Source: an optimization exercise on an open RTL-to-GDS flow (aim: small area, a short achievable clock period and few clock cycles per item). Production flows keep margins and buffers that such runs may drop.
RTL that was checked went through simulation tests only; none was proved equivalent to the original.
No functional check of the RTL was part of runs 2 to 4.

==> design.v <==
`timescale 1ns / 1ps
module xoodoo_nc#(
parameter integer x=1,  
parameter integer y=3,  
parameter integer z=32,  
parameter integer HASH_IN_SIZE = 96,  
parameter integer CONCAT_FACTOR = 1,  
parameter integer HASH_SIZE = CONCAT_FACTOR*96,
parameter integer rounds = 3,
parameter integer rc_round = 12-rounds,  
parameter integer RC_0=32'h00000058,
parameter integer RC_1=32'h00000038,
parameter integer RC_2=32'h000003C0,
parameter integer RC_3=32'h000000D0,
parameter integer RC_4=32'h00000120,
parameter integer RC_5=32'h00000014,
parameter integer RC_6=32'h00000060,
parameter integer RC_7=32'h0000002C,
parameter integer RC_8=32'h00000380,
parameter integer RC_9=32'h000000F0,
parameter integer RC_10=32'h000001A0,
parameter integer RC_11=32'h00000012
)
(
input clk,
input rst,  
input dv,
input [HASH_IN_SIZE-1:0] state,  
output [HASH_SIZE-1:0] out,
output out_valid
    );
    reg [HASH_SIZE-1:0] out_o;
    wire [HASH_IN_SIZE-1:0]round_out[0:rounds-1];
    reg out_valid_o;
    assign out=out_o;
    assign out_valid = out_valid_o;
    generate
        round_fn ROUND_1(     
        .state(state),
        .RC(RC_8),
        .round(round_out[0])
        );
        round_fn ROUND_2(     
        .state(round_out[0]),
        .RC(RC_9),
        .round(round_out[1])
        );
        round_fn ROUND_3(     
        .state(round_out[1]),
        .RC(RC_10),
        .round(round_out[2])
        );
    endgenerate
    integer i,j,k;
    always@(posedge clk) begin
        if(rst)begin
            out_valid_o <= 1'b0;
        end
        else if(dv)begin
            out_o <= round_out[rounds-1];
            out_valid_o <= dv;
        end
        else begin
            out_valid_o <= 1'b0;
        end
    end
endmodule
module round_fn#(
parameter integer y=3  
)
(
input [95:0] state,
input [31:0] RC,
output reg [95:0] round
);
    reg [31:0] A [0:y-1];  
    reg [31:0] P;
    reg [31:0] E, E1, E2;
    reg [31:0] B [0:y-1];
    integer i,j;
    always@(*)begin
        A[0] = state[31:0];
        A[1] = state[63:32];
        A[2] = state[95:64];
        P = A[0] ^ A[1] ^ A[2];  
        E = {P[26:0],P[31:27]} ^ {P[17:0],P[31:18]};  
        for(i=0;i<y;i=i+1)begin
            A[i] = A[i] ^ E;
        end
        A[2] = {A[2][20:0],A[2][31:21]};  
        A[0] = A[0] ^ RC;
        B[0] = ~A[1] & A[2];
        B[1] = ~A[2] & A[0];
        B[2] = ~A[0] & A[1];
        for(j=0;j<y;j=j+1)begin
            A[j] = A[j] ^ B[j];
        end
        A[1] = {A[1][30:0],A[1][31]};  
        A[2] = {A[2][23:0],A[2][31:24]};  
        round={A[2],A[1],A[0]};
    end
endmodule
==> run.sh <==
#!/bin/bash
# synth_recipe.tcl (not shown) runs the flow's synth.tcl, then flattens the netlist and writes it again
# the make line also repeats each setting of config.mk as NAME=value (left out here)
make -C /OpenROAD-flow-scripts/flow DESIGN_CONFIG=/design/flow/config.mk WORK_HOME=/design/flow/orfs CLKGATE_MAP_FILE= SYNTH_SCRIPT=/design/flow/synth_recipe.tcl finish
==> config.mk <==
export PLATFORM = sky130hd
export DESIGN_NAME = xoodoo_nc
export DESIGN_NICKNAME = xoodoo_nc
export VERILOG_FILES = /design/flow/design.v
export SDC_FILE = /design/flow/constraint.sdc
export NUM_CORES = 4
export LEC_CHECK = 0
export CAP_MARGIN = 20
export CORE_MARGIN = 2
export CORE_UTILIZATION = 40
export SLEW_MARGIN = 20
==> constraint.sdc <==
create_clock -name core_clock -period 7.0 [get_ports {clk}]
set_input_delay 1.4000 -clock core_clock [delete_from_list [all_inputs] [get_ports {clk}]]
set_output_delay 1.4000 -clock core_clock [all_outputs]
set_load 0.01 [all_outputs]
==> flow_summary_export.csv, run 1 <==
group,metric,value,unit
outcome,status,"no timing/DRC/antenna violations",
cells_and_area,fin_area,0.0206,sq mm
timing,setup_viol,0,
critical_path,cp_data_required_time,7.11,ns
yosys,ys.warnings.count,4,
yosys,synth.most_common_cell,"xnor2_1",
timing,tightest_slew,0.855,ns
hold_path,hp-class,"in2reg",
yosys,yosys-top-cells-area,"xnor3_1, edfxtp_1, xnor2_1",
critical_path,cp_common_cell,"xnor3_1",
yosys,syn_inst,1214,
grt,antenna_found_initial,0,
grt,grt_use_met3,0.0243,
timing,slew_headroom,0.426,
clock_tree,numCtsBuffers,9,
yosys,synth_nets,1313,
detailed_routing,drt_first_pass_iters,5,
critical_path,cp_slowest_cell,"xnor3_1",
grt,grt_pass1_vias,10900,
detailed_routing,routedWlPerCell,22.3,microns
timing,period_needed,6.79,ns
yosys,post-synth-top-area-fraction,0.245,
detailed_routing,postRouteAntennaNets,0,
timing,rsz0062_at_grt,"no",
critical_path,crit_path_start,"state[42]",
yosys,synth-seq-cells,97,
critical_path,max_stage_delay,0.71,ns
cells_and_area,nets,1746,
grt,grt_max_degree,68,
clock_tree,cts_tree,"yes",
placed_design,dp.final_hpwl,42400,microns
detailed_routing,vias_per_cell,4.90,
timing,slew_viol_final,0,
yosys,yosysSeqAreaShare,0.182,
yosys,avgSynthCellArea,13.1,sq um
critical_path,crit_type,"in2reg",
yosys,yosysTopAreaCell,"xnor3_1",
critical_path,endpoint,"out_o[38]",
detailed_routing,drc,0,
timing,whs,1.63,ns
timing,fmax,147,MHz
floorplan,rows,73,
grt,busiest_layer,"met2",
yosys,synthTopCellsByCount,"xnor2_1, mux2i_1, xnor3_1",
cells_and_area,final_layout_size_suffix_gt1_frac,0.214,
detailed_routing,drt-initial-drc-count,646,
run,maxCapViolations,0,
grt,grt_use_met2,0.410,
placed_design,io_buffers,195,
cells_and_area,fin_util,0.520,
placed_design,dp_cells,2161,
floorplan,fp.dieArea,0.0414,sq mm
clock_tree,cts_hold_buf,0,
clock_tree,htree_levels,3,
yosys,synthDistinctLibCells,30,
detailed_routing,vias,10700,
grt,grt_pass1_wl,71100,microns
clock_tree,postCtsSetupBuffers,0,
timing,period_share,0.971,
cells_and_area,stdcell_count,2178,
clock_tree,clk_path_buf_depth,2,
floorplan,core_area,0.0395,sq mm
clock_tree,clk_pin_slew,0.07,ns
detailed_routing,drt-total-wl,48600,microns
yosys,synth_top_flop_cell,"edfxtp_1",
grt,grtUsageMet1,0.331,
yosys,netlist_area,0.0159,sq mm
clock_tree,cts-root-buf,"clkbuf_16",
grt,track_usage,0.239,
timing,fin_tns_setup,0,ns
hold_path,min_path_cells,2,
critical_path,crit_path_cell_trace,"clkdlybuf4s50_1 > xnor3_1 > xnor3_1 > mux2i_1 > xor2_1 > xnor3_1 > xnor3_1 > mux2i_1 > xnor2_1 > xnor3_1 > xor3_1 > nor2_1 > xnor2_1",
clock_tree,clock-sinks,97,
critical_path,arrival,6.91,ns
placed_design,dpl_cell_area,0.0203,sq mm
placed_design,pre_cts_slack,-0.131,ns
floorplan,die_x,204,microns
critical_path,worstPathMaxFanout,6,
floorplan,io_pins,196,
hold_path,hold_start,"dv",
yosys,synth_edf_count,96,
placed_design,gp_congestion,0.907,
timing,final_hold_viol_count,0,
grt,grt_overflow_total,0,
floorplan,start_util,0.403,
timing,setup_slack,0.205,ns
yosys,ys_async_sr_fraction,0,
floorplan,die_y,204,microns
critical_path,end_kind,"flop",
cells_and_area,area_delta_synth_final,29.2,%
critical_path,setup.worst_path.start_class,"input pin",
clock_tree,ctsResizeCount,0,
## routing by layer
| layer | up-vias | part of all wire |
|---|---|---|
| li1 | 5045 | - |
| met1 | 5314 | 0.46 |
| met2 | 279 | 0.48 |
| met3 | 39 | 0.047 |
| met4 | 0 | 0.015 |
| met5 | - | 0 |
## registers in the layout (all words and copies together), names as in the netlist
name,cells
out_o,96
out_valid_o,1
## placed cells by master (no fill, tap or decap)
master / instances
inv_6: 2
xor3_2: 18
nor2b_1: 36
diode_2: 1
mux2i_2: 8
xnor2_1: 244
dfxtp_1: 1
xor3_1: 49
or3_1: 1
buf_12: 1
o21ai_0: 1
nor2b_2: 1
nor2_1: 64
mux2i_4: 1
clkdlybuf4s50_1: 195
inv_1: 32
xnor2_2: 21
or2_2: 12
edfxtp_1: 96
and2b_1: 1
inv_8: 2
o211ai_1: 1
clkbuf_16: 9
buf_4: 232
xor2_2: 12
xnor3_1: 173
nand2b_1: 28
nor2b_4: 1
nand2_1: 66
mux2i_1: 177
xor2_1: 117
xnor3_2: 24
bufinv_16: 1
nand2b_4: 1
and2_1: 17
mux2_2: 5
clkinvlp_4: 2
## how the worst min path moves through the flow
stage | endpoint | slack (ns)
after floorplan | out_valid_o | 1.47
after global placement | out_valid_o | 2.00
after detailed placement | out_valid_o | 2.00
after CTS | out_valid_o | 1.61
after global routing | out_valid_o | 1.65
final | out_valid_o | 1.63
## logic make-up (layout without fill, tap and decap cells)
family | after synthesis | in the layout | share of synthesized area
mux | 191 | 191 | 0.123
simple gates | 228 | 228 | 0.0699
xor+xnor | 658 | 658 | 0.614
compound gates | 2 | 2 | 0.000786
buf+inv | 38 | 476 | 0.00974
other cells | 0 | 1 | 0
flops | 97 | 97 | 0.182
## cell type report
type / instances / area [sq um]
Antenna cell: 1 / 2.50
Clock buffer: 9 / 225
Clock inverter: 7 / 85.1
Fill cell: 3432 / 19000
Inverter: 32 / 120
Multi-Input combinational cell: 1079 / 12900
Sequential cell: 97 / 2900
Tap cell: 525 / 657
Timing Repair Buffer: 428 / 3710
## critical path: cells and delay by family
kind | cells | cell delay, ns
XOR/XNOR | 9 | 4.28
multiplexers | 2 | 0.42
buffers and inverters | 1 | 0.60
AND/OR/NAND/NOR | 1 | 0.18
Testbench counts, summed over its fixed seeds: cycles 16,000, items 16,000.
==> run 2, diff against run 1 <==
==> design.v (replaced) <==
module xoodoo_nc #(
    parameter [5:0] CUT = 6'b100010
) (
    input         clk,
    input         rst,    
    input         dv,
    input  [95:0] state,
    output [95:0] out,
    output        out_valid
);
    localparam integer NST = CUT[0] + CUT[1] + CUT[2] + CUT[3] + CUT[4] + 1;
    function [31:0] rotl;
        input [31:0] v;
        input integer n;
        rotl = (v << n) | (v >> (32 - n));
    endfunction
    function [95:0] half_a;
        input [95:0] s;
        input [31:0] rc;
        reg [31:0] a0, a1, a2, p, e;
        begin
            a0 = s[31:0]; a1 = s[63:32]; a2 = s[95:64];
            p = a0 ^ a1 ^ a2;
            e = rotl(p, 5) ^ rotl(p, 14);
            a0 = a0 ^ e ^ rc;
            a1 = a1 ^ e;
            a2 = rotl(a2 ^ e, 11);
            half_a = {a2, a1, a0};
        end
    endfunction
    function [95:0] half_b;
        input [95:0] s;
        reg [31:0] a0, a1, a2, b0, b1, b2;
        begin
            a0 = s[31:0]; a1 = s[63:32]; a2 = s[95:64];
            b0 = a0 ^ (~a1 & a2);
            b1 = a1 ^ (~a2 & a0);
            b2 = a2 ^ (~a0 & a1);
            half_b = {rotl(b2, 8), rotl(b1, 1), b0};
        end
    endfunction
    wire [95:0] h [0:6];
    assign h[0] = state;
    genvar k;
    generate
        for (k = 0; k < 6; k = k + 1) begin : g_half
            wire [95:0] c;
            if (k % 2 == 0) begin : g_a
                assign c = half_a(h[k], k == 0 ? 32'h380 : k == 2 ? 32'hF0 : 32'h1A0);
            end else begin : g_b
                assign c = half_b(h[k]);
            end
            if (CUT[k] || k == 5) begin : g_reg
                reg [95:0] r;
                always @(posedge clk) r <= c;
                assign h[k+1] = r;
            end else begin : g_comb
                assign h[k+1] = c;
            end
        end
    endgenerate
    assign out = h[6];
    reg  [NST-1:0] v;
    wire [NST:0]   v_in = {v, dv};
    always @(posedge clk) begin
        if (rst) v <= {NST{1'b0}};
        else     v <= v_in[NST-1:0];
    end
    assign out_valid = v[NST-1];
endmodule
==> run 2 against run 1 <==
  * Setup slack better by 2.6 ns
  * Die area decreased by 4.1%
  * Sequential share of layout area up 7.0 points
  * Still clean on timing, DRC and antenna
  * Cell area down 10%
  * Clock-buffer cell count up 10
  * Via count fell by 4.6%
  * Largest cell class unchanged
  * Core utilization shrank 3.0 points
  * Sequential cell count up 97
  * Critical path depth is 5 lower
  * Hold slack lost 1.2 ns
  * Non-clock buffer count is 232 lower
  * Final cell count decreased by 1.6%
==> flow_summary_export.csv, run 2 <==
group,metric,value,unit
outcome,status,"no timing/DRC/antenna violations",
detailed_routing,drt-total-wl,46200,microns
cells_and_area,most-common-layout-cells,"xnor2_1, mux2i_1, clkdlybuf4s50_1",
placed_design,dp.final_hpwl,40200,microns
critical_path,rrSetupSlack,2.83,ns
run,maxCapViolations,0,
placed_design,io_buffers,195,
yosys,yosys-mux-area-fraction,0.150,
detailed_routing,drc,0,
detailed_routing,postRouteAntennaNets,0,
timing,period_share,0.595,
yosys,ys.warnings.count,1,
floorplan,die_y,199,microns
timing,rsz0062_at_grt,"no",
clock_tree,postCtsSetupBuffers,0,
clock_tree,numCtsBuffers,17,
floorplan,start_util,0.406,
cells_and_area,final-seq-area,0.00388,sq mm
clock_tree,ctsResizeCount,0,
critical_path,worstPathMaxFanout,6,
critical_path,cp_data_required_time,7.34,ns
yosys,synthTopCellsByCount,"xnor2_1, mux2i_1, dfxtp_1",
yosys,synth_top_family_by_area,"XOR/XNOR gates",
yosys,synth_nets,1509,
timing,fin_skew,0.0112,ns
cells_and_area,largest_register_ffs,192,
yosys,synth-simple-area-share,0.0745,
yosys,synth_compound_area_frac,0.0200,
floorplan,die_x,199,microns
grt,grt_pass1_wl,65400,microns
timing,final_hold_viol_count,0,
detailed_routing,routedWlPerCell,21.6,microns
critical_path,end_kind,"flop",
critical_path,reg2regPathDepth,8,
yosys,synth_edf_count,0,
cells_and_area,fin_area,0.0184,sq mm
cells_and_area,multi_input_area,0.0112,sq mm
timing,slew_headroom,0.345,
floorplan,fp.dieArea,0.0397,sq mm
cells_and_area,top_register,"g_half.g_reg.r",
grt,track_usage,0.235,
floorplan,core_area,0.0376,sq mm
clock_tree,cts-root-buf,"clkbuf_16",
yosys,netlist_area,0.0153,sq mm
yosys,yosysTopAreaCell,"dfxtp_1",
yosys,synth.most_common_cell,"xnor2_1",
detailed_routing,drt_first_pass_iters,6,
timing,setup_viol,0,
clock_tree,cts_tree,"yes",
timing,fin_tns_setup,0,ns
yosys,syn_inst,1410,
timing,fmax,240,MHz
floorplan,rows,71,
clock_tree,clk_path_buf_depth,2,
yosys,synth_xor_area_frac,0.489,
cells_and_area,antenna_cells,0,
hold_path,hp-class,"reg2reg",
critical_path,crit_type,"reg2reg",
placed_design,dpl_cell_area,0.0178,sq mm
yosys,post-synth-top-area-fraction,0.254,
detailed_routing,drt-initial-drc-count,612,
cells_and_area,top_regs,"g_half.g_reg.r (192), v (2)",
timing,tightest_slew,0.975,ns
grt,grt_max_degree,19,
critical_path,setup.worst_path.start_class,"flop",
yosys,synth_top_flop_cell,"dfxtp_1",
floorplan,io_pins,196,
yosys,synthDistinctLibCells,29,
clock_tree,cts_hold_buf,0,
yosys,synth_adder_area_share,0,
yosys,avgSynthCellArea,10.8,sq um
grt,grt_pass1_vias,9702,
cells_and_area,nets,1719,
detailed_routing,vias,10200,
critical_path,arrival,4.51,ns
cells_and_area,fillCellCount,3367,
cells_and_area,final_layout_size_suffix_gt1_frac,0.0557,
cells_and_area,area_delta_synth_final,20.7,%
yosys,synth-seq-cells,194,
yosys,yosysSeqAreaShare,0.254,
detailed_routing,vias_per_cell,4.75,
timing,period_needed,4.17,ns
critical_path,timing.rr.end,"g_half[5].g_reg.r[6]",
clock_tree,clock-sinks,194,
cells_and_area,layout_commonest_cell,"xnor2_1",
clock_tree,clk_pin_slew,0.08,ns
hold_path,min_path_cells,1,
clock_tree,clock_latency,0.45,ns
critical_path,reg2reg_from,"g_half[1].g_reg.r[6]",
clock_tree,htree_levels,4,
grt,antenna_found_initial,1,
timing,slew_viol_final,0,
yosys,yosys-top-cells-area,"dfxtp_1, xnor2_1, mux2i_1",
grt,grt_overflow_total,0,
hold_path,hold_start,"v[0]",
placed_design,gp_congestion,0.906,
yosys,ys_async_sr_fraction,0,
hold_path,hold_path_end,"v[1]",
==> run 2: cell count changes in the layout (fill, tap and decap cells not counted), moves of 53 or more <==
cell      previous run  this run
xnor2_1            244       311
edfxtp_1            96         0
buf_4              232         1
xor2_1             117       170
xnor3_1            173        74
dfxtp_1              1       194
==> run 2: layout make-up <==
cell class	count	area share
multi-input cells	1169	0.608
flip-flops and latches	194	0.211
repair buffers	196	0.106
well taps	511	0.0347
clock buffers	19	0.0246
inverters	42	0.00856
clock inverters	13	0.00754
==> run 2: per-layer routing <==
| layer | share of wire | GRT usage | up-vias |
|---|---|---|---|
| met5 | 0 | 0 | - |
| met4 | 0.021 | 0.0615 | 0 |
| met3 | 0.037 | 0.0294 | 35 |
| met2 | 0.47 | 0.396 | 261 |
| met1 | 0.47 | 0.318 | 4836 |
| li1 | - | - | 5058 |
==> run 2: how the worst max path moves through the flow <==
stage | from | end | slack [ns] | cells past startpoint
after floorplan | g_half[1].g_reg.r[48] | g_half[5].g_reg.r[17] | 3.79 | 8
after global placement | state[61] | g_half[1].g_reg.r[22] | 2.65 | 7
after detailed placement | state[61] | g_half[1].g_reg.r[22] | 2.62 | 7
after CTS | g_half[1].g_reg.r[6] | g_half[5].g_reg.r[39] | 2.89 | 8
final | g_half[1].g_reg.r[6] | g_half[5].g_reg.r[6] | 2.83 | 8
after global routing | g_half[1].g_reg.r[6] | g_half[5].g_reg.r[39] | 2.78 | 8
==> run 2: cells by family after synthesis <==
| logic type | Yosys count |
|---|---|
| AOI/OAI and AO/OA | 61 |
| and+or+nand+nor | 257 |
| buffers and inverters | 47 |
| muxes | 227 |
| DFF | 194 |
| xor gates and xnor gates | 624 |
==> run 2: critical path, stage by stage, from the launching register on <==
cell and delay, ns:
dfxtp_1 0.68, xnor3_1 0.53, xor3_1 0.51, mux2_2 0.40
xor2_1 0.39, xnor3_1 0.51, xnor3_1 0.55, mux2i_1 0.25
xnor2_1 0.20
==> run 2: through the flow <==
stage | util | hold slack, ns | instances | worst slack, ns
floorplan | - | 0.414 | 1410 | 3.79
global placement | 0.475 | 0.419 | 2112 | 2.65
detailed placement | 0.475 | 0.429 | 2112 | 2.62
CTS | 0.490 | 0.453 | 2144 | 2.89
global route | 0.490 | 0.459 | 2144 | 2.78
finish | 0.490 | 0.448 | 2144 | 2.83
==> run 3, diff against run 2 <==
--- a/design.v
+++ b/design.v
@@ -1,5 +1,5 @@
 module xoodoo_nc #(
-    parameter [5:0] CUT = 6'b100010
+    parameter [5:0] CUT = 6'b100101
 ) (
     input         clk,
     input         rst,    
==> run 3 against run 2 <==
  * Still clean
  * Core utilization rose by 0.73 points
  * First-iteration DRC count decreased by 52%
  * Maximum frequency increased by 44%
  * Synthesized area is 7.6% higher
  * Clock-buffer cell count grew 25
  * Hold slack lost 0.0020 ns
  * Die area rose by 7.4%
  * Synthesized cell count up 2.3%
==> flow_summary_export.csv, run 3 <==
group,metric,value,unit
clock_tree,cts_hold_buf,0,
detailed_routing,routedWlPerCell,19.3,microns
timing,slew_viol_final,0,
cells_and_area,top_register,"g_half.g_reg.r",
critical_path,end_kind,"flop",
outcome,status,"no timing/DRC/antenna violations",
critical_path,critPathTopFamily,"XOR/XNOR gates",
cells_and_area,largest_register_ffs,288,
floorplan,fp.dieArea,0.0427,sq mm
yosys,synth_top_flop_cell,"dfxtp_1",
yosys,synth_edf_count,0,
yosys,yosysTopAreaCell,"dfxtp_1",
floorplan,io_pins,196,
cells_and_area,stdcell_count,2226,
yosys,netlist_area,0.0164,sq mm
run,maxCapViolations,0,
yosys,syn_inst,1442,
timing,fin_skew,0.0199,ns
critical_path,arrival,3.33,ns
critical_path,cp_slowest_cell,"xnor2_1",
yosys,synthDistinctLibCells,24,
critical_path,cp_common_cell,"xnor2_1",
placed_design,dp_cells,2169,
clock_tree,clock-sinks,291,
yosys,synth_nets,1541,
timing,rsz0062_at_grt,"no",
clock_tree,clock_latency,0.52,ns
floorplan,core_area,0.0406,sq mm
detailed_routing,drt-total-wl,42900,microns
cells_and_area,antenna_cells,0,
critical_path,setup.worst_path.start_class,"flop",
yosys,yosys-top-cells-area,"dfxtp_1, xnor2_1, xor2_1",
grt,track_usage,0.202,
floorplan,die_x,207,microns
detailed_routing,drt_first_pass_iters,4,
cells_and_area,layout_commonest_cell,"xnor2_1",
cells_and_area,nets,1772,
critical_path,cp_num_buf_inv,0,
clock_tree,htree_levels,2,
cells_and_area,most-common-layout-cells,"xnor2_1, dfxtp_1, xor2_1",
placed_design,gp_congestion,0.872,
cells_and_area,area_delta_synth_final,23.2,%
timing,period_needed,2.89,ns
timing,setup_viol,0,
yosys,synth.most_common_cell,"xnor2_1",
grt,grt_overflow_total,0,
timing,slew_headroom,0.267,
timing,fmax,346,MHz
cells_and_area,final_layout_size_suffix_gt1_frac,0.0726,
grt,grt_pass1_wl,61300,microns
floorplan,start_util,0.404,
detailed_routing,postRouteAntennaNets,0,
clock_tree,cts_tree,"yes",
yosys,ys.warnings.count,1,
timing,tightest_slew,1.09,ns
clock_tree,clk_pin_slew,0.06,ns
clock_tree,ctsResizeCount,0,
yosys,post-synth-top-area-fraction,0.355,
detailed_routing,vias,9647,
floorplan,rows,74,
grt,antenna_found_initial,0,
placed_design,dp.final_hpwl,37900,microns
clock_tree,postCtsSetupBuffers,0,
clock_tree,clk_path_buf_depth,3,
clock_tree,numCtsBuffers,34,
yosys,synth-seq-cells,291,
detailed_routing,drc,0,
clock_tree,cts-root-buf,"clkbuf_16",
yosys,avgSynthCellArea,11.4,sq um
yosys,ys_async_sr_fraction,0,
timing,period_share,0.413,
critical_path,max_stage_delay,0.85,ns
detailed_routing,drt-initial-drc-count,294,
critical_path,cp_data_required_time,7.44,ns
timing,final_hold_viol_count,0,
timing,fin_tns_setup,0,ns
critical_path,worstPathMaxFanout,5,
grt,grt_max_degree,14,
critical_path,crit_type,"reg2reg",
floorplan,die_y,207,microns
yosys,synthTopCellsByCount,"xnor2_1, dfxtp_1, xor2_1",
detailed_routing,vias_per_cell,4.33,
placed_design,io_buffers,195,
grt,grt_pass1_vias,9750,
hold_path,hp-class,"reg2reg",
critical_path,crit_path_cell_trace,"nor2b_1 > xnor2_1 > xnor3_2 > xor2_1 > mux2i_1 > xnor2_1",
yosys,yosysSeqAreaShare,0.355,
cells_and_area,top_regs,"g_half.g_reg.r (288), v (3)",
## run 3: worst paths after layout
| check | start | to | slack (ns) | depth (start not counted) |
|---|---|---|---|---|
| min | v[1] | v[2] | 0.45 | 1 |
| min reg2reg | v[1] | v[2] | 0.45 | 1 |
| max | g_half[2].g_reg.r[73] | g_half[5].g_reg.r[86] | 4.11 | 6 |
| max reg2reg | g_half[2].g_reg.r[73] | g_half[5].g_reg.r[86] | 4.11 | 6 |
## run 3: logic make-up after synthesis
logic type / after synthesis / share of synthesized area
flip-flops: 291 / 0.355
AND/OR/NAND/NOR: 259 / 0.0983
multiplexers: 96 / 0.0585
buffers and inverters: 21 / 0.00480
XOR/XNOR: 775 / 0.483
## run 3: per-layer routing
metal,wire (microns),GRT usage
met5,0,0
met4,1840,0.0862
met3,1980,0.0331
met2,20400,0.347
met1,18600,0.249
## run 3: per-stage QoR
stage	utilization	setup slack, ns	instance area, sq um	hold WS, ns
final	0.498	4.11	20200	0.446
after CTS	0.498	4.11	20200	0.449
after detailed placement	0.468	3.77	19000	0.435
after global routing	0.498	4.03	20200	0.459
after global placement	0.468	3.77	19000	0.426
after floorplan	-	4.74	16400	0.414
## run 3: area by class of cell
class                           count  area, sq um
Fill cell                        3620        20400
Sequential cell                   291         5830
Tap cell                          532          666
Clock inverter                     13          203
Timing Repair Buffer              195         1950
Clock buffer                       44          992
Inverter                           21         78.8
Multi-Input combinational cell   1130        10500
## run 3: worst register-to-register path, cell delays in order, from the launching register on
cell     delay [ns]
dfxtp_1        0.32
nor2b_1        0.14
xnor2_1        0.85
xnor3_2        0.65
xor2_1         0.44
mux2i_1        0.28
xnor2_1        0.15
==> run 4, diff against run 3 <==
--- a/design.v
+++ b/design.v
@@ -1,5 +1,5 @@
 module xoodoo_nc #(
-    parameter [5:0] CUT = 6'b100101
+    parameter [5:0] CUT = 6'b110101
 ) (
     input         clk,
     input         rst,    
==> run 4 against run 3 <==
  * Sequential share of layout area is 5.7 points higher
  * Die area rose by 12%
  * Hold slack worse by 0.0030 ns
  * Global-route usage down 0.64 points
  * Non-clock buffer count unchanged
  * First-iteration DRC count rose by 19%
  * Cell area is 11% higher
  * Register-to-register slack improved by 0.42 ns
  * Highest routed layer unchanged
==> flow_summary_export.csv, run 4 <==
group,metric,value,unit
floorplan,start_util,0.405,
timing,fmax,352,MHz
yosys,ys_async_sr_fraction,0,
yosys,yosysTopAreaCell,"dfxtp_1",
timing,setup_viol,0,
floorplan,core_area,0.0454,sq mm
grt,grt_pass1_vias,10500,
yosys,netlist_area,0.0184,sq mm
run,maxCapViolations,0,
yosys,yosys-top-cells-area,"dfxtp_1, xnor2_1, xnor3_1",
detailed_routing,vias_per_cell,4.21,
outcome,status,"no timing/DRC/antenna violations",
yosys,synth_top_flop_cell,"dfxtp_1",
clock_tree,clock-sinks,388,
grt,antenna_found_initial,1,
critical_path,reg2reg_from,"g_half[2].g_reg.r[83]",
floorplan,rows,78,
cells_and_area,multi_input_area,0.0106,sq mm
floorplan,die_y,218,microns
timing,rsz0062_at_grt,"no",
critical_path,critPathTopFamily,"buffers and inverters",
cells_and_area,stdcell_count,2418,
clock_tree,postCtsSetupBuffers,0,
grt,grt_overflow_total,0,
critical_path,cp_data_required_time,5.60,ns
cells_and_area,final-seq-area,0.00777,sq mm
clock_tree,cts-root-buf,"clkbuf_16",
timing,slew_viol_final,0,
critical_path,cp_slowest_cell,"clkdlybuf4s50_1",
hold_path,hold_start,"v[1]",
yosys,syn_inst,1544,
critical_path,worstPathMaxFanout,1,
timing,fin_skew,0.0167,ns
critical_path,crit_path_start,"g_half[5].g_reg.r[14]",
timing,fin_tns_setup,0,ns
placed_design,dp.final_hpwl,40200,microns
grt,grt_pass1_wl,66400,microns
detailed_routing,routedWlPerCell,18.9,microns
timing,final_hold_viol_count,0,
critical_path,end_kind,"output pin",
detailed_routing,drt_first_pass_iters,4,
cells_and_area,most-common-layout-cells,"xnor2_1, dfxtp_1, clkdlybuf4s50_1",
yosys,synthDistinctLibCells,11,
detailed_routing,drt-total-wl,45700,microns
critical_path,cp_num_buf_inv,1,
yosys,synth-seq-cells,388,
grt,grt_max_degree,15,
floorplan,die_x,218,microns
cells_and_area,area_delta_synth_final,22.5,%
detailed_routing,vias,10200,
timing,slew_headroom,0.392,
detailed_routing,drt-initial-drc-count,351,
yosys,avgSynthCellArea,11.9,sq um
cells_and_area,final_layout_size_suffix_gt1_frac,0.0688,
yosys,synth.most_common_cell,"xnor2_1",
grt,track_usage,0.195,
critical_path,crit_path_cell_trace,"clkdlybuf4s50_1",
yosys,ys.warnings.count,1,
critical_path,arrival,1.44,ns
detailed_routing,drc,0,
cells_and_area,largest_register_ffs,384,
clock_tree,clk_pin_slew,0.06,ns
yosys,synthTopCellsByCount,"xnor2_1, dfxtp_1, nor2b_1",
clock_tree,ctsResizeCount,0,
placed_design,dp_cells,2339,
yosys,yosysSeqAreaShare,0.422,
timing,period_share,0.405,
critical_path,max_stage_delay,0.54,ns
placed_design,io_buffers,195,
timing,period_needed,2.84,ns
floorplan,fp.dieArea,0.0477,sq mm
clock_tree,cts_tree,"yes",
yosys,synth_edf_count,0,
floorplan,io_pins,196,
hold_path,hp-class,"reg2reg",
clock_tree,htree_levels,2,
timing,whs,0.443,ns
clock_tree,clk_path_buf_depth,3,
cells_and_area,nets,1882,
cells_and_area,fillCellCount,4078,
cells_and_area,top_regs,"g_half.g_reg.r (384), v (4)",
cells_and_area,layout_commonest_cell,"xnor2_1",
critical_path,crit_type,"reg2out",
detailed_routing,postRouteAntennaNets,0,
yosys,synth_nets,1643,
clock_tree,cts_hold_buf,0,
critical_path,setup.worst_path.start_class,"flop",
timing,tightest_slew,0.905,ns
clock_tree,clock_latency,0.58,ns
cells_and_area,top_register,"g_half.g_reg.r",
clock_tree,numCtsBuffers,42,
placed_design,gp_congestion,0.876,
yosys,post-synth-top-area-fraction,0.422,
[run 4: changes by cell type after synthesis, sizes merged, moves of 21 or more]
| cell | before | now |
|---|---|---|
| xor2 | 210 | 42 |
| dfxtp | 291 | 388 |
| xnor2 | 499 | 758 |
| mux2i | 96 | 0 |
| inv | 21 | 0 |
| nand2b | 24 | 96 |
[run 4: path summary, 6_finish.rpt]
path	to	slack, ns	cells past startpoint
max	out[14]	4.16	1
max reg2reg	g_half[4].g_reg.r[67]	4.53	5
min	v[2]	0.44	1
min reg2reg	v[2]	0.44	1
[run 4: metal layers]
metal / vias to the layer above / GRT usage / share of wire
li1: 5248 / - / -
met1: 4609 / 0.228 / 0.42
met2: 229 / 0.338 / 0.49
met3: 85 / 0.0392 / 0.040
met4: 0 / 0.0993 / 0.053
met5: - / 0 / 0
[run 4: logic make-up after synthesis]
kind of cell	after synthesis	synth area share
xor gates and xnor gates	864	0.476
DFF	388	0.422
and+or+nand+nor	292	0.102
[run 4: cell type report]
cell class / instances / share of cell area
clock inverter: 20 / 0.0108
multi-input combinational: 1156 / 0.472
sequential: 388 / 0.345
timing repair buffer: 195 / 0.0866
antenna: 1 / 0.000111
clock buffer: 58 / 0.0529
tap: 600 / 0.0333
[run 4: through the flow]
stage | setup slack [ns] | cell area, sq um | util
global route | 4.10 | 22500 | 0.497
detailed placement | 3.75 | 21100 | 0.465
finish | 4.16 | 22500 | 0.497
CTS | 4.11 | 22500 | 0.497
global placement | 3.77 | 21100 | 0.465
floorplan | 4.74 | 18400 | -
==> run 5, diff against run 4 <==
==> design.v (replaced) <==
module xoodoo_nc #(
    parameter [5:0] CUT = 6'b100101
) (
    input         clk,
    input         rst,    
    input         dv,
    input  [95:0] state,
    output [95:0] out,
    output        out_valid
);
    localparam integer NST = CUT[0] + CUT[1] + CUT[2] + CUT[3] + CUT[4] + 1;
    wire [95:0] h [0:6];
    assign h[0] = state;
    genvar k;
    generate
        for (k = 0; k < 6; k = k + 1) begin : g_half
            wire [95:0] c;
            if (k % 2 == 0) begin : g_a
                xoo_theta #(.RC(k == 0 ? 32'h380 : k == 2 ? 32'hF0 : 32'h1A0))
                    u_theta (.s(h[k]), .o(c));
            end else begin : g_b
                xoo_chi u_chi (.s(h[k]), .o(c));
            end
            if (CUT[k] || k == 5) begin : g_reg
                reg [95:0] r;
                always @(posedge clk) r <= c;
                assign h[k+1] = r;
            end else begin : g_comb
                assign h[k+1] = c;
            end
        end
    endgenerate
    assign out = h[6];
    reg  [NST-1:0] v;
    wire [NST:0]   v_in = {v, dv};
    always @(posedge clk) begin
        if (rst) v <= {NST{1'b0}};
        else     v <= v_in[NST-1:0];
    end
    assign out_valid = v[NST-1];
endmodule
module xoo_xor32 #(
    parameter [31:0] K = 32'h0
) (
    input  [31:0] a,
    input  [31:0] b,
    output [31:0] y
);
    assign y = a ^ b ^ K;
endmodule
module xoo_theta #(
    parameter [31:0] RC = 32'h0
) (
    input  [95:0] s,
    output [95:0] o
);
    wire [31:0] a0 = s[31:0], a1 = s[63:32], a2 = s[95:64];
    wire [31:0] p01, p, e, b0, b1, b2;
    xoo_xor32 u_p01 (.a(a0),  .b(a1), .y(p01));
    xoo_xor32 u_p   (.a(p01), .b(a2), .y(p));
    xoo_xor32 u_e   (.a({p[26:0], p[31:27]}), .b({p[17:0], p[31:18]}), .y(e));
    xoo_xor32 #(.K(RC)) u_b0 (.a(a0), .b(e), .y(b0));
    xoo_xor32 u_b1  (.a(a1), .b(e), .y(b1));
    xoo_xor32 u_b2  (.a(a2), .b(e), .y(b2));
    assign o = {b2[20:0], b2[31:21], b1, b0};
endmodule
module xoo_chi (
    input  [95:0] s,
    output [95:0] o
);
    wire [31:0] a0 = s[31:0], a1 = s[63:32], a2 = s[95:64];
    wire [31:0] b0 = a0 ^ (~a1 & a2);
    wire [31:0] b1 = a1 ^ (~a2 & a0);
    wire [31:0] b2 = a2 ^ (~a0 & a1);
    assign o = {b2[23:0], b2[31:24], b1[30:0], b1[31], b0};
endmodule
--- a/config.mk
+++ b/config.mk
@@ -9,3 +9,4 @@
 export CORE_MARGIN = 2
 export CORE_UTILIZATION = 40
 export SLEW_MARGIN = 20
+export SYNTH_HIERARCHICAL = 1
==> run 5 against run 4 <==
  * Clock skew is 0.0016 ns higher
  * Sequential cell count is 97 lower
  * Maximum frequency is 0.38% lower
  * Core utilization is 0.47 points higher
  * Register-to-register slack worse by 0.38 ns
  * Synthesized cell count is 6.3% lower
  * Synthesized area is 17% lower
  * Sequential share of layout area is 3.5 points lower
==> flow_summary_export.csv, run 5 <==
group,metric,value,unit
timing,period_needed,2.85,ns
timing,fin_skew,0.0183,ns
yosys,yosysTopAreaCell,"dfxtp_1",
cells_and_area,fillCellCount,3491,
run,maxCapViolations,0,
clock_tree,clock_latency,0.57,ns
cells_and_area,largest_register_ffs,288,
grt,antenna_found_initial,0,
clock_tree,clk_pin_slew,0.06,ns
cells_and_area,nets,1773,
critical_path,cp_common_cell,"xor2_1",
critical_path,crit_path_cell_trace,"nand2b_1 > xnor2_1 > xor2_1 > xor2_1 > xor2_1 > xor2_1 > nand2b_1 > xnor2_1",
critical_path,crit_type,"reg2reg",
detailed_routing,vias_per_cell,4.21,
floorplan,die_x,199,microns
cells_and_area,fin_area,0.0188,sq mm
yosys,syn_inst,1446,
critical_path,max_stage_delay,0.51,ns
yosys,synth-seq-cells,291,
grt,grt_overflow_total,0,
clock_tree,postCtsSetupBuffers,0,
yosys,yosys-top-cells-area,"dfxtp_1, xor2_1, xnor2_1",
placed_design,dp.final_hpwl,37800,microns
critical_path,cp_num_buf_inv,0,
clock_tree,ctsResizeCount,0,
timing,setup_viol,0,
critical_path,end_kind,"flop",
critical_path,cp_data_required_time,7.44,ns
detailed_routing,routedWlPerCell,19.0,microns
yosys,synthTopCellsByCount,"xor2_1, xnor2_1, dfxtp_1",
cells_and_area,stdcell_count,2209,
critical_path,cp_slowest_cell,"xor2_1",
floorplan,start_util,0.405,
yosys,ys.warnings.count,7,
yosys,synth.most_common_cell,"xor2_1",
yosys,synth_edf_count,0,
detailed_routing,drt-total-wl,41900,microns
cells_and_area,top_regs,"g_half.g_reg.r (288), v (3)",
clock_tree,cts_tree,"yes",
yosys,ys_async_sr_fraction,0,
critical_path,critPathTopFamily,"XOR/XNOR gates",
clock_tree,cts_hold_buf,0,
floorplan,die_y,199,microns
grt,grt_max_degree,15,
placed_design,io_buffers,195,
placed_design,pre_cts_slack,3.52,ns
timing,fmax,351,MHz
yosys,yosysSeqAreaShare,0.383,
yosys,post-synth-top-area-fraction,0.383,
yosys,netlist_area,0.0152,sq mm
placed_design,dp_cells,2152,
detailed_routing,postRouteAntennaNets,0,
timing,period_share,0.407,
timing,setup_slack,4.15,ns
timing,slew_viol_final,0,
timing,rsz0062_at_grt,"no",
clock_tree,numCtsBuffers,31,
cells_and_area,most-common-layout-cells,"xor2_1, xnor2_1, dfxtp_1",
floorplan,io_pins,196,
hold_path,hp-class,"reg2reg",
cells_and_area,final_layout_size_suffix_gt1_frac,0.0318,
critical_path,setup.worst_path.start_class,"flop",
placed_design,gp_congestion,0.874,
timing,fin_tns_setup,0,ns
grt,track_usage,0.216,
detailed_routing,drt_first_pass_iters,4,
yosys,avgSynthCellArea,10.5,sq um
cells_and_area,antenna_cells,0,
floorplan,core_area,0.0376,sq mm
cells_and_area,top_register,"g_half.g_reg.r",
floorplan,rows,71,
detailed_routing,vias,9294,
clock_tree,htree_levels,1,
cells_and_area,layout_commonest_cell,"xor2_1",
clock_tree,cts-root-buf,"clkbuf_16",
critical_path,arrival,3.29,ns
critical_path,worstPathMaxFanout,3,
yosys,synthDistinctLibCells,5,
detailed_routing,drt-initial-drc-count,275,
outcome,status,"no timing/DRC/antenna violations",
timing,slew_headroom,0.503,
cells_and_area,area_delta_synth_final,23.9,%
yosys,synth_top_flop_cell,"dfxtp_1",
clock_tree,clk_path_buf_depth,3,
grt,grt_pass1_wl,60600,microns
floorplan,fp.dieArea,0.0396,sq mm
grt,grt_pass1_vias,9619,
clock_tree,clock-sinks,291,
timing,final_hold_viol_count,0,
detailed_routing,drc,0,
timing,tightest_slew,0.741,ns
yosys,synth_nets,1545,
placed_design,dpl_cell_area,0.0178,sq mm
## run 5: area by class of cell
class                      instances  area, sq um  area share
multi-input combinational       1155         9390       0.498
clock buffer                      37          828      0.0440
clock inverter                    20          209      0.0111
sequential                       291         5830       0.309
timing repair buffer             195         1950       0.104
tap                              511          639      0.0339
## run 5: final timing paths
check | endpoint | slack (ns) | startpoint | depth (start not counted)
max reg2reg | g_half[5].g_reg.r[51] | 4.15 | g_half[2].g_reg.r[76] | 8
min | v[1] | 0.45 | v[0] | 1
max | g_half[5].g_reg.r[51] | 4.15 | g_half[2].g_reg.r[76] | 8
min reg2reg | v[1] | 0.45 | v[0] | 1
## run 5: metal layers
| metal | GRT usage | wire (microns) | vias to the layer above |
|---|---|---|---|
| li1 | - | - | 4841 |
| met3 | 0.0249 | 1380 | 55 |
| met1 | 0.255 | 17900 | 4189 |
| met2 | 0.403 | 21400 | 209 |
| met5 | 0 | 0 | - |
| met4 | 0.0702 | 1250 | 0 |
## run 5: logic make-up (layout without fill, tap and decap cells)
family | count (synthesis) | after routing | share of synthesized area
xor gates and xnor gates | 864 | 864 | 0.497
buffers and inverters | 0 | 252 | 0
DFF | 291 | 291 | 0.383
and+or+nand+nor | 291 | 291 | 0.120
## run 5: metrics by stage
step	hold WS, ns	utilization
floorplan	0.414	-
global placement	0.432	0.474
detailed placement	0.431	0.474
CTS	0.457	0.501
global route	0.469	0.501
finish	0.455	0.501
## run 5: per-module statistics from Yosys (local to each module, per instance), a selection
| module | flip-flops and latches | cells | copies in the design |
|---|---|---|---|
| xoo_chi | 0 | 192 | 3 |
| xoodoo_nc | 291 | 294 | 1 |
| xoo_xor32 | 0 | 32 | 15 |
Testbench counts of run 5, summed over its fixed seeds: cycles 16,016, items 16,000.
==> run 6, diff against run 5 <==
--- a/config.mk
+++ b/config.mk
@@ -8,5 +8,6 @@
 export CAP_MARGIN = 20
 export CORE_MARGIN = 2
 export CORE_UTILIZATION = 40
+export SETUP_SLACK_MARGIN = 4.6
 export SLEW_MARGIN = 20
 export SYNTH_HIERARCHICAL = 1
==> run 6 against run 5 <==
  * Hold slack about the same
  * First-iteration DRC count decreased by 11%
  * Via count increased by 4.7%
  * Clock-buffer cell count unchanged
  * Final cell count increased by 5.0%
  * Die area unchanged
  * Sequential share of layout area decreased by 5.1 points
  * Core utilization increased by 10 points
  * Critical path type unchanged
==> flow_summary_export.csv, run 6 <==
group,metric,value,unit
outcome,status,"no timing/DRC/antenna violations",
cells_and_area,top_register,"g_half.g_reg.r",
yosys,yosys-top-cells-area,"dfxtp_1, xor2_1, xnor2_1",
clock_tree,clk_path_buf_depth,3,
timing,rsz0062_at_grt,"yes",
timing,slew_headroom,0.505,
yosys,synth.most_common_cell,"xor2_1",
yosys,yosysSeqAreaShare,0.383,
critical_path,max_stage_delay,0.34,ns
timing,slew_viol_final,0,
placed_design,dp_cells,2152,
grt,grt_pass1_vias,10200,
clock_tree,clock-sinks,291,
cells_and_area,area_delta_synth_final,49.6,%
yosys,ys_async_sr_fraction,0,
cells_and_area,most-common-layout-cells,"xor2_1, nand2b_1, dfxtp_1",
detailed_routing,postRouteAntennaNets,0,
yosys,synth-seq-cells,291,
clock_tree,htree_levels,1,
yosys,netlist_area,0.0152,sq mm
floorplan,core_area,0.0376,sq mm
timing,final_hold_viol_count,0,
timing,fmax,415,MHz
critical_path,critPathTopFamily,"XOR/XNOR gates",
hold_path,hp-class,"reg2reg",
cells_and_area,final_layout_size_suffix_gt1_frac,0.350,
cells_and_area,final-seq-area,0.00587,sq mm
critical_path,cp_data_required_time,7.44,ns
detailed_routing,drc,0,
grt,grt_overflow_total,0,
critical_path,cp_num_buf_inv,1,
clock_tree,cts-root-buf,"clkbuf_16",
placed_design,gp_congestion,0.874,
yosys,yosysTopAreaCell,"dfxtp_1",
floorplan,die_x,199,microns
detailed_routing,vias,9735,
placed_design,io_buffers,195,
grt,antenna_found_initial,0,
floorplan,fp.dieArea,0.0396,sq mm
clock_tree,cts_hold_buf,0,
yosys,avgSynthCellArea,10.5,sq um
yosys,synth_edf_count,0,
detailed_routing,drt_first_pass_iters,4,
grt,grt_max_degree,15,
timing,fin_tns_setup,0,ns
yosys,synth_top_flop_cell,"dfxtp_1",
cells_and_area,fillCellCount,3072,
critical_path,end_kind,"flop",
grt,grt_pass1_wl,63200,microns
timing,tightest_slew,0.738,ns
cells_and_area,top_regs,"g_half.g_reg.r (288), v (3)",
cells_and_area,antenna_cells,0,
clock_tree,cts_tree,"yes",
run,maxCapViolations,0,
detailed_routing,vias_per_cell,4.20,
floorplan,io_pins,196,
cells_and_area,nets,1884,
cells_and_area,layout_commonest_cell,"xor2_1",
yosys,ys.warnings.count,7,
detailed_routing,routedWlPerCell,19.3,microns
yosys,synth_nets,1545,
critical_path,crit_type,"reg2reg",
timing,fin_skew,0.0198,ns
grt,track_usage,0.226,
clock_tree,clock_latency,0.57,ns
detailed_routing,drt-total-wl,44700,microns
yosys,synthDistinctLibCells,5,
clock_tree,numCtsBuffers,31,
yosys,syn_inst,1446,
timing,period_needed,2.41,ns
placed_design,dp.final_hpwl,37800,microns
yosys,synthTopCellsByCount,"xor2_1, xnor2_1, dfxtp_1",
cells_and_area,stdcell_count,2320,
floorplan,die_y,199,microns
yosys,post-synth-top-area-fraction,0.383,
timing,period_share,0.344,
floorplan,rows,71,
cells_and_area,largest_register_ffs,288,
cells_and_area,multi_input_area,0.0125,sq mm
critical_path,worstPathMaxFanout,3,
clock_tree,clk_pin_slew,0.07,ns
floorplan,start_util,0.405,
critical_path,crit_path_cell_trace,"nand2b_1 > xnor2_4 > xor2_1 > xor2_2 > buf_4 > xor2_4 > xor2_1 > nand2b_1 > xnor2_1",
critical_path,setup.worst_path.start_class,"flop",
critical_path,arrival,2.85,ns
critical_path,cp_slowest_cell,"dfxtp_1",
detailed_routing,drt-initial-drc-count,245,
timing,setup_viol,0,
-- run 6: cell counts after synthesis --
Identical to the previous run, type by type.
-- run 6: worst paths after layout --
| path | start | to | slack, ns | cells after the start |
|---|---|---|---|---|
| worst max-delay path | g_half[2].g_reg.r[89] | g_half[5].g_reg.r[32] | 4.59 | 9 |
| worst min-delay path | v[0] | v[1] | 0.46 | 1 |
| worst max register to register | g_half[2].g_reg.r[89] | g_half[5].g_reg.r[32] | 4.59 | 9 |
| worst min register to register | v[0] | v[1] | 0.46 | 1 |
-- run 6: cell type report --
type	count	area share
clock buffers	37	0.0364
well taps	511	0.0281
multi-input cells	1155	0.551
flip-flops and latches	291	0.258
repair buffers	306	0.117
clock inverters	20	0.00918
-- run 6: per-layer routing --
| metal | GRT usage | share of wire | vias to the layer above | wire length [microns] |
|---|---|---|---|---|
| li1 | - | - | 4836 | - |
| met1 | 0.263 | 0.40 | 4578 | 18000 |
| met2 | 0.406 | 0.51 | 234 | 22900 |
| met3 | 0.0324 | 0.036 | 87 | 1590 |
| met4 | 0.110 | 0.049 | 0 | 2190 |
| met5 | 0 | 0 | - | 0 |
-- run 6: cells by family (layout without fill, tap and decap cells) --
| group | after synthesis | after routing | share of synthesized area |
|---|---|---|---|
| and+or+nand+nor | 291 | 291 | 0.120 |
| xor gates and xnor gates | 864 | 864 | 0.497 |
| DFF | 291 | 291 | 0.383 |
| buffers and inverters | 0 | 363 | 0 |
-- run 6: per-stage QoR --
step / hold WS [ns] / utilization / cell area, sq um / worst slack, ns
floorplan: 0.414 / - / 15200 / 4.67
global placement: 0.432 / 0.474 / 17800 / 3.50
detailed placement: 0.431 / 0.474 / 17800 / 3.52
CTS: 0.457 / 0.550 / 20700 / 4.51
global route: 0.469 / 0.606 / 22800 / 4.41
finish: 0.455 / 0.606 / 22800 / 4.59
-- run 6: timing repair --
action                     in CTS  in global routing
gates resized for setup       670                251
setup buffers                  63                 48
setup endpoints to repair     297                281
pin swaps                      81                 57
hold endpoints to repair        0                  0
-- run 6: per-module statistics from Yosys (local to each module, per instance), excerpt --
module	cells inside	times used
xoodoo_nc	294	1
xoo_chi	192	3
xoo_xor32	32	15
==> run 7, diff against run 6 <==
==> flow/run.sh (new file) <==
#!/bin/bash
# The standard layout, with plain buffers (not delay cells) on the ports.
set -euo pipefail
bash standard.sh "BUFFER_PORTS_ARGS=-buffer_cell sky130_fd_sc_hd__buf_1" finish > standard.log 2>&1
==> standard.sh (new file) <==
#!/bin/bash
# synth_recipe.tcl (not shown) runs the flow's synth.tcl, then flattens the netlist and writes it again
# the make line also repeats each setting of config.mk as NAME=value (left out here)
make -C /OpenROAD-flow-scripts/flow DESIGN_CONFIG=/design/flow/config.mk WORK_HOME=/design/flow/orfs CLKGATE_MAP_FILE= SYNTH_SCRIPT=/design/flow/synth_recipe.tcl "${@:-finish}"
--- a/config.mk
+++ b/config.mk
@@ -8,6 +8,5 @@
 export CAP_MARGIN = 20
 export CORE_MARGIN = 2
 export CORE_UTILIZATION = 40
-export SETUP_SLACK_MARGIN = 4.6
 export SLEW_MARGIN = 20
 export SYNTH_HIERARCHICAL = 1
removed: run.sh
==> run 7 against run 6 <==
  * Via count shrank 3.9%
  * Non-clock buffer count down 111
  * Global-route usage shrank 1.7 points
  * Critical path type unchanged
  * First-iteration DRC count rose by 32%
  * Largest cell class unchanged
  * Critical endpoint is now g_half[5].g_reg.r[1]
  * Core utilization fell by 13 points
==> flow_summary_export.csv, run 7 <==
group,metric,value,unit
yosys,synth_xor_area_frac,0.497,
yosys,synth.most_common_cell,"xor2_1",
floorplan,die_x,199,microns
cells_and_area,antenna_cells,0,
placed_design,io_buffers,195,
floorplan,rows,71,
clock_tree,clock-sinks,291,
cells_and_area,stdcell_count,2211,
yosys,syn_inst,1446,
cells_and_area,top_register,"g_half.g_reg.r",
critical_path,end_kind,"flop",
yosys,synth_adder_area_share,0,
grt,grt_pass1_vias,9535,
grt,antenna_found_initial,1,
yosys,netlist_area,0.0152,sq mm
placed_design,dp.final_hpwl,36100,microns
clock_tree,cts_tree,"yes",
critical_path,cp_slowest_cell,"xor2_1",
yosys,avgSynthCellArea,10.5,sq um
critical_path,rrSetupSlack,4.19,ns
yosys,synthTopCellsByCount,"xor2_1, xnor2_1, dfxtp_1",
yosys,synth_top_family_by_area,"XOR/XNOR gates",
critical_path,reg2reg_from,"g_half[2].g_reg.r[71]",
clock_tree,postCtsSetupBuffers,0,
yosys,synth_edf_count,0,
detailed_routing,vias_per_cell,4.23,
yosys,yosysTopAreaCell,"dfxtp_1",
clock_tree,numCtsBuffers,34,
timing,slew_viol_final,0,
yosys,synth_nets,1545,
critical_path,crit_type,"reg2reg",
outcome,status,"no timing/DRC/antenna violations",
clock_tree,clk_path_buf_depth,3,
detailed_routing,drc,0,
run,maxCapViolations,0,
cells_and_area,largest_register_ffs,288,
cells_and_area,most-common-layout-cells,"xor2_1, xnor2_1, dfxtp_1",
timing,slew_headroom,0.520,
clock_tree,cts-root-buf,"clkbuf_16",
yosys,synth_compound_area_frac,0,
yosys,ys.warnings.count,7,
timing,tightest_slew,0.715,ns
placed_design,dp_cells,2152,
yosys,synth-seq-cells,291,
yosys,synth_top_flop_cell,"dfxtp_1",
yosys,yosysSeqAreaShare,0.383,
grt,track_usage,0.209,
cells_and_area,area_delta_synth_final,16.6,%
placed_design,gp_congestion,0.894,
yosys,synthDistinctLibCells,5,
yosys,synth-simple-area-share,0.120,
timing,period_share,0.401,
timing,fin_skew,0.0235,ns
yosys,ys_async_sr_fraction,0,
cells_and_area,layout_commonest_cell,"xor2_1",
cells_and_area,fillCellCount,3617,
cells_and_area,top_regs,"g_half.g_reg.r (288), v (3)",
clock_tree,cts_hold_buf,0,
yosys,yosys-mux-area-fraction,0,
floorplan,fp.dieArea,0.0396,sq mm
timing,rsz0062_at_grt,"no",
critical_path,arrival,3.23,ns
cells_and_area,fin_util,0.472,
clock_tree,htree_levels,2,
detailed_routing,drt-initial-drc-count,324,
cells_and_area,nets,1776,
floorplan,core_area,0.0376,sq mm
timing,setup_viol,0,
grt,grt_max_degree,14,
hold_path,min_path_cells,1,
grt,grt_pass1_wl,59100,microns
timing,final_hold_viol_count,0,
critical_path,cp_common_cell,"xor2_1",
floorplan,die_y,199,microns
clock_tree,clk_pin_slew,0.06,ns
detailed_routing,drt-total-wl,40800,microns
floorplan,start_util,0.405,
timing,fmax,356,MHz
critical_path,crit_path_start,"g_half[2].g_reg.r[71]",
clock_tree,ctsResizeCount,0,
critical_path,max_stage_delay,0.58,ns
clock_tree,clock_latency,0.54,ns
detailed_routing,routedWlPerCell,18.4,microns
critical_path,cp_data_required_time,7.42,ns
detailed_routing,vias,9351,
critical_path,crit_path_cell_trace,"nand2b_1 > xnor2_1 > xor2_1 > xor2_1 > xor2_1 > xor2_1 > nand2b_1 > xnor2_1",
hold_path,hp-class,"reg2reg",
critical_path,timing.rr.end,"g_half[5].g_reg.r[1]",
floorplan,io_pins,196,
grt,grt_overflow_total,0,
cells_and_area,final_layout_size_suffix_gt1_frac,0.0329,
critical_path,reg2regPathDepth,8,
detailed_routing,postRouteAntennaNets,0,
yosys,yosys-top-cells-area,"dfxtp_1, xor2_1, xnor2_1",
timing,period_needed,2.81,ns
critical_path,endpoint,"g_half[5].g_reg.r[1]",
yosys,post-synth-top-area-fraction,0.383,
critical_path,setup.worst_path.start_class,"flop",
detailed_routing,drt_first_pass_iters,4,
timing,fin_tns_setup,0,ns
critical_path,worstPathMaxFanout,3,
## run 7: changes by cell type in the layout (fill, tap and decap cells not counted), sizes merged, moves of 3 or more
cell,previous run,this run
clkbuf,37,43
dlymetal6s2s,33,0
dlygate4sd2,31,0
buf,208,195
clkdlybuf4s50,34,0
clkinvlp,5,2
## run 7: worst max-delay path, delay by kind of cell, from the launching register on
kind / cells / cell delay (ns)
XOR/XNOR: 6 / 2.09
flip-flops: 1 / 0.32
AND/OR/NAND/NOR: 2 / 0.27
## run 7: worst min-delay path by stage
stage	end	from	slack, ns
after CTS	v[2]	v[1]	0.44
final	v[2]	v[1]	0.44
after global routing	v[2]	v[1]	0.47
after floorplan	v[1]	v[0]	0.41
after global placement	v[2]	v[1]	0.43
after detailed placement	v[1]	v[0]	0.44
## run 7: logic make-up after synthesis
group,after synthesis
xor+xnor,864
flops,291
simple gates,291
## run 7: through the flow
| stage | hold WS (ns) | area, sq um | setup WS (ns) |
|---|---|---|---|
| global placement | 0.425 | 16600 | 3.93 |
| floorplan | 0.414 | 15200 | 4.67 |
| finish | 0.441 | 17700 | 4.19 |
| detailed placement | 0.437 | 16600 | 3.90 |
| global route | 0.472 | 17700 | 4.10 |
| CTS | 0.444 | 17700 | 4.17 |
## run 7: modules after synthesis (local to each module, per instance), excerpt
module     flops+latches  cells inside  cell area [sq um]  copies in the design
xoodoo_nc            291           294               5840                     1
xoo_chi                0           192               1440                     3
xoo_xor32              0            32                280                    15
## run 7: cell type report
class	count	area, sq um	share of cell area
multi-input cells	1155	9390	0.529
flip-flops and latches	291	5830	0.328
clock buffers	43	956	0.0539
repair buffers	195	732	0.0413
well taps	511	639	0.0361
clock inverters	16	194	0.0109
## run 7: layer usage
layer / vias up / routed length [microns] / GRT usage
met4: 0 / 827 / 0.0572
met2: 186 / 20100 / 0.376
met1: 4276 / 18500 / 0.259
met5: - / 0 / 0
met3: 48 / 1350 / 0.0280
li1: 4841 / - / -
==> run 8, diff against run 7 <==
==> flow/run.sh (replaced) <==
#!/bin/bash
# The standard layout, with plain buffers (not delay cells) on the ports.
set -euo pipefail
bash standard.sh "BUFFER_PORTS_ARGS=-buffer_cell sky130_fd_sc_hd__buf_2" finish > standard.log 2>&1
==> run 8 against run 7 <==
  * Non-clock buffer count stayed put
  * Maximum frequency is 0.13% lower
  * Routed wire length is 0.17% lower
  * Synthesized area stayed put
==> flow_summary_export.csv, run 8 <==
group,metric,value,unit
floorplan,fp.dieArea,0.0396,sq mm
detailed_routing,vias_per_cell,4.23,
timing,period_needed,2.81,ns
floorplan,start_util,0.405,
cells_and_area,most-common-layout-cells,"xor2_1, xnor2_1, dfxtp_1",
yosys,yosysTopAreaCell,"dfxtp_1",
clock_tree,cts_hold_buf,0,
yosys,yosys-top-cells-area,"dfxtp_1, xor2_1, xnor2_1",
hold_path,hp-class,"reg2reg",
clock_tree,clock-sinks,291,
detailed_routing,dr_wl_met3,1500,microns
cells_and_area,layout_commonest_cell,"xor2_1",
yosys,post-synth-top-area-fraction,0.383,
placed_design,dp.final_hpwl,36400,microns
grt,track_usage,0.208,
yosys,synth_top_flop_cell,"dfxtp_1",
detailed_routing,drt-total-wl,40700,microns
placed_design,dpl_cell_area,0.0168,sq mm
timing,tightest_slew,0.759,ns
yosys,synth_nets,1545,
cells_and_area,final_layout_size_suffix_gt1_frac,0.142,
critical_path,end_kind,"flop",
yosys,synth-seq-cells,291,
critical_path,arrival,3.26,ns
detailed_routing,postRouteAntennaNets,0,
clock_tree,numCtsBuffers,31,
critical_path,worstPathMaxFanout,3,
detailed_routing,wl_met1,18100,microns
yosys,synth_edf_count,0,
yosys,netlist_area,0.0152,sq mm
critical_path,setup.worst_path.start_class,"flop",
outcome,status,"no timing/DRC/antenna violations",
yosys,synthTopCellsByCount,"xor2_1, xnor2_1, dfxtp_1",
cells_and_area,antenna_cells,0,
floorplan,core_area,0.0376,sq mm
critical_path,cp_data_required_time,7.45,ns
clock_tree,clk_pin_slew,0.06,ns
grt,grt_pass1_wl,59200,microns
floorplan,die_y,199,microns
yosys,avgSynthCellArea,10.5,sq um
timing,fin_skew,0.0121,ns
detailed_routing,top_layer,"met4",
detailed_routing,routedWlPerCell,18.4,microns
detailed_routing,drc,0,
clock_tree,cts_tree,"yes",
cells_and_area,nets,1773,
timing,fmax,356,MHz
detailed_routing,vias,9319,
detailed_routing,wl_met2,20200,microns
cells_and_area,largest_register_ffs,288,
timing,final_hold_viol_count,0,
run,maxCapViolations,0,
grt,grt_max_degree,15,
timing,slew_headroom,0.490,
cells_and_area,stdcell_count,2205,
cells_and_area,area_delta_synth_final,17.1,%
detailed_routing,drt_first_pass_iters,4,
cells_and_area,top_register,"g_half.g_reg.r",
clock_tree,clock_latency,0.57,ns
clock_tree,cts-root-buf,"clkbuf_16",
yosys,yosysSeqAreaShare,0.383,
clock_tree,htree_levels,1,
grt,grt_overflow_total,0,
cells_and_area,top_regs,"g_half.g_reg.r (288), v (3)",
placed_design,io_buffers,195,
placed_design,gp_congestion,0.912,
placed_design,dp_cells,2152,
timing,rsz0062_at_grt,"no",
timing,setup_viol,0,
grt,grt_pass1_vias,9468,
floorplan,die_x,199,microns
timing,fin_tns_setup,0,ns
detailed_routing,drt-initial-drc-count,277,
timing,slew_viol_final,0,
cells_and_area,fin_area,0.0178,sq mm
yosys,ys.warnings.count,7,
yosys,synthDistinctLibCells,5,
floorplan,io_pins,196,
yosys,synth.most_common_cell,"xor2_1",
floorplan,rows,71,
clock_tree,ctsResizeCount,0,
clock_tree,postCtsSetupBuffers,0,
critical_path,crit_type,"reg2reg",
cells_and_area,fillCellCount,3564,
yosys,ys_async_sr_fraction,0,
yosys,syn_inst,1446,
clock_tree,clk_path_buf_depth,3,
grt,antenna_found_initial,0,
timing,period_share,0.402,
## run 8: final cells by class
type	count	area, sq um	share of cell area
Clock inverter	9	110	0.00618
Sequential cell	291	5830	0.327
Timing Repair Buffer	195	976	0.0548
Multi-Input combinational cell	1155	9390	0.527
Tap cell	511	639	0.0359
Clock buffer	44	875	0.0491
## run 8: layer usage
layer / track usage / vias to the layer above
li1: - / 4834
met1: 0.259 / 4249
met2: 0.378 / 194
met3: 0.0280 / 42
met4: 0.0500 / 0
met5: 0 / -
## run 8: cells by family (layout without fill, tap and decap cells)
logic type / count (synthesis) / after routing / synth area share
xor gates and xnor gates: 864 / 864 / 0.497
buffers and inverters: 0 / 248 / 0
and+or+nand+nor: 291 / 291 / 0.120
DFF: 291 / 291 / 0.383
## run 8: worst paths after layout
kind	startpoint	end	slack, ns	cells past startpoint
max	g_half[2].g_reg.r[0]	g_half[5].g_reg.r[1]	4.19	7
min	v[1]	v[2]	0.46	1
max reg2reg	g_half[2].g_reg.r[0]	g_half[5].g_reg.r[1]	4.19	7
min reg2reg	v[1]	v[2]	0.46	1
## run 8: Yosys stat by module (local to each module, per instance), excerpt
module     cells  flops+latches  area [sq um]
xoo_chi      192              0          1440
xoo_xor32     32              0           280
xoodoo_nc    294            291          5840
## run 8: through the flow
stage,util,hold WS [ns],worst slack (ns)
floorplan,-,0.414,4.67
global placement,0.448,0.431,4.00
detailed placement,0.448,0.423,3.96
CTS,0.474,0.453,4.13
global route,0.474,0.456,4.06
finish,0.474,0.457,4.19
## run 8: critical path: stages (launching register included)
cell and delay [ns]:
dfxtp_1 0.33, nand2b_1 0.16, xnor2_1 0.58, xor2_1 0.42
xor2_1 0.56, xor2_1 0.37, nand2b_1 0.13, xnor2_1 0.13

re-timing with driven ports:
The results above use ideal ports. As a check the final layouts listed here were re-extracted and re-timed, cells and wires unchanged. Step 1, drivers: a clkbuf_16 drives clk and a buf_2 each remaining input, both assumed. Step 2, shift: input delay + t, output delay - t, t = (earliest + latest rising clock arrival at the registers) / 2. This alone moves slack from input paths to output paths. Slacks: ideal / step 1 / step 2; pairs: ideal / step 1.
| run | t, ns | slack for setup (ns) | hold slack, ns |
|---|---|---|---|
| run 1 | 0.399 | 0.205 / 0.228 / -0.171 | 1.628 / 1.606 / 2.005 |
| run 2 | 0.504 | 2.834 / 2.834 / 2.627 | 0.448 / 0.448 / 0.448 |
| run 3 | 0.569 | 4.109 / 4.109 / 3.794 | 0.446 / 0.446 / 0.446 |
| run 4 | 0.621 | 4.163 / 4.109 / 3.801 | 0.443 / 0.443 / 0.443 |
| run 5 | 0.615 | 4.152 / 4.125 / 3.549 | 0.455 / 0.455 / 0.455 |
| run 6 | 0.614 | 4.590 / 4.548 / 4.055 | 0.455 / 0.455 / 0.455 |
| run 7 | 0.579 | 4.193 / 4.193 / 3.946 | 0.441 / 0.441 / 0.441 |
| run 8 | 0.621 | 4.189 / 4.189 / 4.010 | 0.457 / 0.457 / 0.457 |
Met with ideal ports but missed after step 2: setup timing in run 1. For run 5, which loses most, drivers alone change the setup slack by -0.027 ns; drivers and shift together by -0.603 ns.
